This is an optimization exercise on Yosys and OpenROAD, whose aim is small area, a short achievable clock period and few clock cycles per item, not a production implementation.
Where RTL was checked, it was by simulation tests only, not by an equivalence proof against the original.

JK:
## pipelined
module pipelined(
    input  wire              clk,
    input  wire              rst,
    input  wire              in_valid,
    output wire              in_ready,
    input  wire signed [15:0] a,
    input  wire signed [15:0] b,
    input  wire signed [15:0] c,
    input  wire signed [15:0] d,
    input  wire signed [15:0] e,
    output reg               out_valid,
    input  wire              out_ready,
    output wire signed [31:0] y
);
clock: 8.0 ns
lec_check: 0
abc_area: 1
cap_margin: 20
core_margin: 2
core_utilization: 40
setup_slack_margin: 4.5
slew_margin: 20
standard.sh (not shown) runs the stock make flow with config.mk's settings and CLKGATE_MAP_FILE= SYNTH_SCRIPT=/design/flow/synth_recipe.tcl, a recipe that flattens the netlist after the stock synthesis.
==> flow/flow/run.sh <==
#!/bin/bash
# Standard ORFS layout, except that Yosys's "synth" runs with -noabc, so the quick
# ABC pass before full-adder extraction does not scramble the adder tree's polarity.
set -euo pipefail
sed 's/yosys synth -nofsm -noshare {\*}\$args/yosys synth -nofsm -noshare -noabc {*}$args/' synth_recipe.tcl > flow/noabc_synth.tcl
grep -q -- '-noabc' flow/noabc_synth.tcl
sed "s#SYNTH_SCRIPT=[^ ]*#SYNTH_SCRIPT=$PWD/flow/noabc_synth.tcl#" standard.sh > flow/standard_noabc.sh
grep -q noabc_synth flow/standard_noabc.sh
bash flow/standard_noabc.sh "BUFFER_PORTS_ARGS=-buffer_cell sky130_fd_sc_hd__buf_1" finish > standard.log 2>&1
==> flow/flow/noabc_synth.tcl <==
proc synth {args} { yosys synth -nofsm -noshare -noabc {*}$args }
source $::env(SCRIPTS_DIR)/synth.tcl
# left out here: clear keep_hierarchy, flatten, clean up, hide names made inside functions, write 1_2_yosys.v
==> flow/flow/standard_noabc.sh <==
#!/bin/bash
# The standard flow's own layout of this design, on the ORFS make targets given (by default finish). After
# finish it leaves the final layout's DEF at /design/flow/out/final.def.
set -euo pipefail
make -C /OpenROAD-flow-scripts/flow DESIGN_CONFIG=/design/flow/config.mk WORK_HOME=/design/flow/orfs CLKGATE_MAP_FILE= SYNTH_SCRIPT=/design/flow/flow/noabc_synth.tcl ABC_AREA=1 CAP_MARGIN=20 CORE_MARGIN=2 CORE_UTILIZATION=40 SETUP_SLACK_MARGIN=4.5 SLEW_MARGIN=20 "${@:-finish}"
if [[ -f /design/flow/orfs/results/sky130hd/pipelined/base/6_final.odb ]]; then
  : # left out here: write the final layout as DEF
fi
Changes in MS relative to JK:
- changing SETUP_SLACK_MARGIN from 4.5 to 3.8
==> flow/flow/standard_noabc.sh <==
#!/bin/bash
# The standard flow's own layout of this design, on the ORFS make targets given (by default finish). After
# finish it leaves the final layout's DEF at /design/flow/out/final.def.
set -euo pipefail
make -C /OpenROAD-flow-scripts/flow DESIGN_CONFIG=/design/flow/config.mk WORK_HOME=/design/flow/orfs CLKGATE_MAP_FILE= SYNTH_SCRIPT=/design/flow/flow/noabc_synth.tcl ABC_AREA=1 CAP_MARGIN=20 CORE_MARGIN=2 CORE_UTILIZATION=40 SETUP_SLACK_MARGIN=3.8 SLEW_MARGIN=20 "${@:-finish}"
if [[ -f /design/flow/orfs/results/sky130hd/pipelined/base/6_final.odb ]]; then
  : # left out here: write the final layout as DEF
fi
Findings:
MS vs. JK: via count went down 1151; final core utilization went down 4.9 points; met3 demand-to-capacity share in global routing went down 0.70 points. [compare] base=JK new=MS: post-detailed-routing wire length went down, synthesized cell count now sits at about the same level, die area closely matched the old numbers.
[inputs] AL vs MS
- swapping 3.8 for 4.5 in SETUP_SLACK_MARGIN
-- flow/flow/run.sh --
<<< MS, line 7
sed "s#SYNTH_SCRIPT=[^ ]*#SYNTH_SCRIPT=$PWD/flow/noabc_synth.tcl#" standard.sh > flow/standard_noabc.sh
grep -q noabc_synth flow/standard_noabc.sh
bash flow/standard_noabc.sh "BUFFER_PORTS_ARGS=-buffer_cell sky130_fd_sc_hd__buf_1" finish > standard.log 2>&1
>>> AL, line 7
sed "s#SYNTH_SCRIPT=[^ ]*#SYNTH_SCRIPT=$PWD/flow/noabc_synth.tcl#" standard.sh > flow/standard_noabc.sh
grep -q noabc_synth flow/standard_noabc.sh
bash flow/standard_noabc.sh > standard.log 2>&1
==> flow/flow/standard_noabc.sh <==
#!/bin/bash
# The standard flow's own layout of this design, on the ORFS make targets given (by default finish). After
# finish it leaves the final layout's DEF at /design/flow/out/final.def.
set -euo pipefail
make -C /OpenROAD-flow-scripts/flow DESIGN_CONFIG=/design/flow/config.mk WORK_HOME=/design/flow/orfs CLKGATE_MAP_FILE= SYNTH_SCRIPT=/design/flow/flow/noabc_synth.tcl ABC_AREA=1 CAP_MARGIN=20 CORE_MARGIN=2 CORE_UTILIZATION=40 SETUP_SLACK_MARGIN=4.5 SLEW_MARGIN=20 "${@:-finish}"
if [[ -f /design/flow/orfs/results/sky130hd/pipelined/base/6_final.odb ]]; then
  : # left out here: write the final layout as DEF
fi
==> run notes <==
No stage failed in AL, and the final checks on the layout all came back clean.
On post-synthesis to final-layout area growth, the lower figure sits with MS, not AL.
MS → AL: number of global-route vias before repair moved up; delay of the slowest cell on the worst path -0.64 ns; routed wire length rose by about 2.2%.
Function was not checked in any run of this note: the RTL went through the layout flow alone.

---

pipelined, a different RTL version from the one above (not shown whole).
For scale: about 1,700 cells after synthesis, about 250 flip-flops, roughly 120 I/O pins.
export LEC_CHECK = 0
export ABC_AREA = 1
export CAP_MARGIN = 20
export CORE_MARGIN = 2
export CORE_UTILIZATION = 40
export SETUP_SLACK_MARGIN = 4.2
export SLEW_MARGIN = 20
export TNS_END_PERCENT = 30
create_clock -name core_clock -period 8.0 [get_ports {clk}]
==> flow/flow/run.sh <==
#!/bin/bash
# Standard ORFS layout, except that Yosys's "synth" runs with -noabc, so the quick
# ABC pass before full-adder extraction does not scramble the adder tree's polarity.
set -euo pipefail
sed 's/yosys synth -nofsm -noshare {\*}\$args/yosys synth -nofsm -noshare -noabc {*}$args/' synth_recipe.tcl > flow/noabc_synth.tcl
grep -q -- '-noabc' flow/noabc_synth.tcl
sed "s#SYNTH_SCRIPT=[^ ]*#SYNTH_SCRIPT=$PWD/flow/noabc_synth.tcl#" standard.sh > flow/standard_noabc.sh
grep -q noabc_synth flow/standard_noabc.sh
bash flow/standard_noabc.sh "BUFFER_PORTS_ARGS=-buffer_cell sky130_fd_sc_hd__buf_1" finish > standard.log 2>&1
==> flow/flow/standard_noabc.sh <==
#!/bin/bash
# The standard flow's own layout of this design, on the ORFS make targets given (by default finish). After
# finish it leaves the final layout's DEF at /design/flow/out/final.def.
set -euo pipefail
make -C /OpenROAD-flow-scripts/flow DESIGN_CONFIG=/design/flow/config.mk WORK_HOME=/design/flow/orfs CLKGATE_MAP_FILE= SYNTH_SCRIPT=/design/flow/flow/noabc_synth.tcl ABC_AREA=1 CAP_MARGIN=20 CORE_MARGIN=2 CORE_UTILIZATION=40 SETUP_SLACK_MARGIN=4.2 SLEW_MARGIN=20 TNS_END_PERCENT=30 "${@:-finish}"
if [[ -f /design/flow/orfs/results/sky130hd/pipelined/base/6_final.odb ]]; then
  : # left out here: write the final layout as DEF
fi
Scripts as last shown in full above: flow/flow/noabc_synth.tcl
Testbench counts at the start, summed over its fixed seeds: cycles 32,024, items 32,000.
==> next run, changes <==
==> flow/flow/standard_noabc.sh (replaced) <==
#!/bin/bash
# The standard flow's own layout of this design, on the ORFS make targets given (by default finish). After
# finish it leaves the final layout's DEF at /design/flow/out/final.def.
set -euo pipefail
make -C /OpenROAD-flow-scripts/flow DESIGN_CONFIG=/design/flow/config.mk WORK_HOME=/design/flow/orfs CLKGATE_MAP_FILE= SYNTH_SCRIPT=/design/flow/flow/noabc_synth.tcl ABC_AREA=1 CAP_MARGIN=20 CORE_MARGIN=2 CORE_UTILIZATION=60 PLACE_DENSITY=0.75 SETUP_SLACK_MARGIN=4.2 SLEW_MARGIN=20 "${@:-finish}"
if [[ -f /design/flow/orfs/results/sky130hd/pipelined/base/6_final.odb ]]; then
  : # left out here: write the final layout as DEF
fi
--- a/flow/config.mk
+++ b/flow/config.mk
@@ -11 +11,2 @@
-export CORE_UTILIZATION = 40
+export CORE_UTILIZATION = 60
+export PLACE_DENSITY = 0.75
@@ -14 +14,0 @@
-export TNS_END_PERCENT = 30
Outcome: Worst hold slack is about the same. Die area is lower by 33%. Routed wire length is lower by 4.6%.
==> next run, changes <==
==> flow/flow/standard_noabc.sh (replaced) <==
#!/bin/bash
# The standard flow's own layout of this design, on the ORFS make targets given (by default finish). After
# finish it leaves the final layout's DEF at /design/flow/out/final.def.
set -euo pipefail
make -C /OpenROAD-flow-scripts/flow DESIGN_CONFIG=/design/flow/config.mk WORK_HOME=/design/flow/orfs CLKGATE_MAP_FILE= SYNTH_SCRIPT=/design/flow/flow/noabc_synth.tcl ABC_AREA=1 CAP_MARGIN=5 CORE_MARGIN=2 CORE_UTILIZATION=40 SETUP_SLACK_MARGIN=4.2 SLEW_MARGIN=5 "${@:-finish}"
if [[ -f /design/flow/orfs/results/sky130hd/pipelined/base/6_final.odb ]]; then
  : # left out here: write the final layout as DEF
fi
--- a/flow/config.mk
+++ b/flow/config.mk
@@ -9 +9 @@
-export CAP_MARGIN = 20
+export CAP_MARGIN = 5
@@ -11,2 +11 @@
-export CORE_UTILIZATION = 60
-export PLACE_DENSITY = 0.75
+export CORE_UTILIZATION = 40
@@ -14 +13 @@
-export SLEW_MARGIN = 20
+export SLEW_MARGIN = 5
Cell area climbs slightly.
Sequential share of layout area came out lower by 0.23 points.
Register-to-register slack improves by 0.03 ns.
Final cell count came out higher by roughly a tenth.
Via count went down slightly.
Synthesized area is unchanged.
Wire length grows by a few percent.
Critical path depth is unchanged.
Non-clock buffer count drops by 5.
First-iteration DRC count decreases by about a fifth.
==> next run, changes <==
--- a/flow/config.mk
+++ b/flow/config.mk
@@ -9 +9 @@
-export CAP_MARGIN = 5
+export CAP_MARGIN = 20
@@ -13 +13 @@
-export SLEW_MARGIN = 5
+export SLEW_MARGIN = 20
removed: flow/flow/noabc_synth.tcl
removed: flow/flow/standard_noabc.sh
Result:
- utilization does not change
- clock-buffer cell count does not change
- final cell count is unchanged
- design area stays the same
==> next run, changes <==
==> flow/flow/noabc_synth.tcl (new file) <==
proc synth {args} { yosys synth -nofsm -noshare -noabc {*}$args }
source $::env(SCRIPTS_DIR)/synth.tcl
# left out here: clear keep_hierarchy, flatten, clean up, hide names made inside functions, write 1_2_yosys.v
==> flow/flow/standard_noabc.sh (new file) <==
#!/bin/bash
# The standard flow's own layout of this design, on the ORFS make targets given (by default finish). After
# finish it leaves the final layout's DEF at /design/flow/out/final.def.
set -euo pipefail
make -C /OpenROAD-flow-scripts/flow DESIGN_CONFIG=/design/flow/config.mk WORK_HOME=/design/flow/orfs CLKGATE_MAP_FILE= SYNTH_SCRIPT=/design/flow/flow/noabc_synth.tcl ABC_AREA=1 CAP_MARGIN=20 CORE_MARGIN=2 CORE_UTILIZATION=40 SETUP_SLACK_MARGIN=4.2 SLEW_MARGIN=20 "${@:-finish}"
if [[ -f /design/flow/orfs/results/sky130hd/pipelined/base/6_final.odb ]]; then
  : # left out here: write the final layout as DEF
fi
After rerunning: Synthesized area does not change; hold slack does not change; wire length stays the same.
==> next run, changes <==
==> flow/flow/standard_noabc.sh (replaced) <==
#!/bin/bash
# The standard flow's own layout of this design, on the ORFS make targets given (by default finish). After
# finish it leaves the final layout's DEF at /design/flow/out/final.def.
set -euo pipefail
make -C /OpenROAD-flow-scripts/flow DESIGN_CONFIG=/design/flow/config.mk WORK_HOME=/design/flow/orfs CLKGATE_MAP_FILE= SYNTH_SCRIPT=/design/flow/flow/noabc_synth.tcl ABC_AREA=0 CAP_MARGIN=20 CORE_MARGIN=2 CORE_UTILIZATION=40 SETUP_SLACK_MARGIN=4.2 SLEW_MARGIN=20 "${@:-finish}"
if [[ -f /design/flow/orfs/results/sky130hd/pipelined/base/6_final.odb ]]; then
  : # left out here: write the final layout as DEF
fi
--- a/flow/config.mk
+++ b/flow/config.mk
@@ -8 +8 @@
-export ABC_AREA = 1
+export ABC_AREA = 0
What happened: The changed run passed the timing, DRC and antenna checks. Area after synthesis shrinks by 2.0%. Die area shrinks by 2.0%. Critical path depth grows by 7. Fmax is about the same.

-- re-timing with driven ports --
In the flow no input, the clock included, has a driving cell. The finished layouts below were timed again as built, in two steps. Step 1: set_driving_cell puts a clkbuf_16 on clk and a buf_2 on each other input, an assumption about the parent block. Step 2 also shifts input and output timing later by t, the mid clock arrival at the registers, as if the neighbouring blocks saw the same clock. Three values: no drivers, after step 1, after step 2; two values: the first two.
run	t, ns	slack for setup (ns)	slew at the worst register clock pin (ns)	worst data-port slew with drivers (ns)
JK	0.649	4.531 / 4.531 / 4.531	0.07 / 0.07	0.04
MS	0.651	4.065 / 4.065 / 4.065	0.07 / 0.07	0.04
AL	0.642	4.517 / 4.517 / 4.517	0.06 / 0.06	0.04
the first run of note 2	0.618	4.304 / 4.304 / 4.304	0.07 / 0.07	0.04
the second run of note 2	0.625	4.276 / 4.276 / 4.276	0.07 / 0.07	0.05
the third run of note 2	0.618	4.304 / 4.304 / 4.304	0.07 / 0.07	0.04
the fourth run of note 2	0.618	4.304 / 4.304 / 4.304	0.07 / 0.07	0.04
the fifth run of note 2	0.618	4.304 / 4.304 / 4.304	0.07 / 0.07	0.04
the sixth run of note 2	0.611	4.302 / 4.302 / 4.302	0.06 / 0.06	0.07
After both steps setup and hold are still met in every run listed.
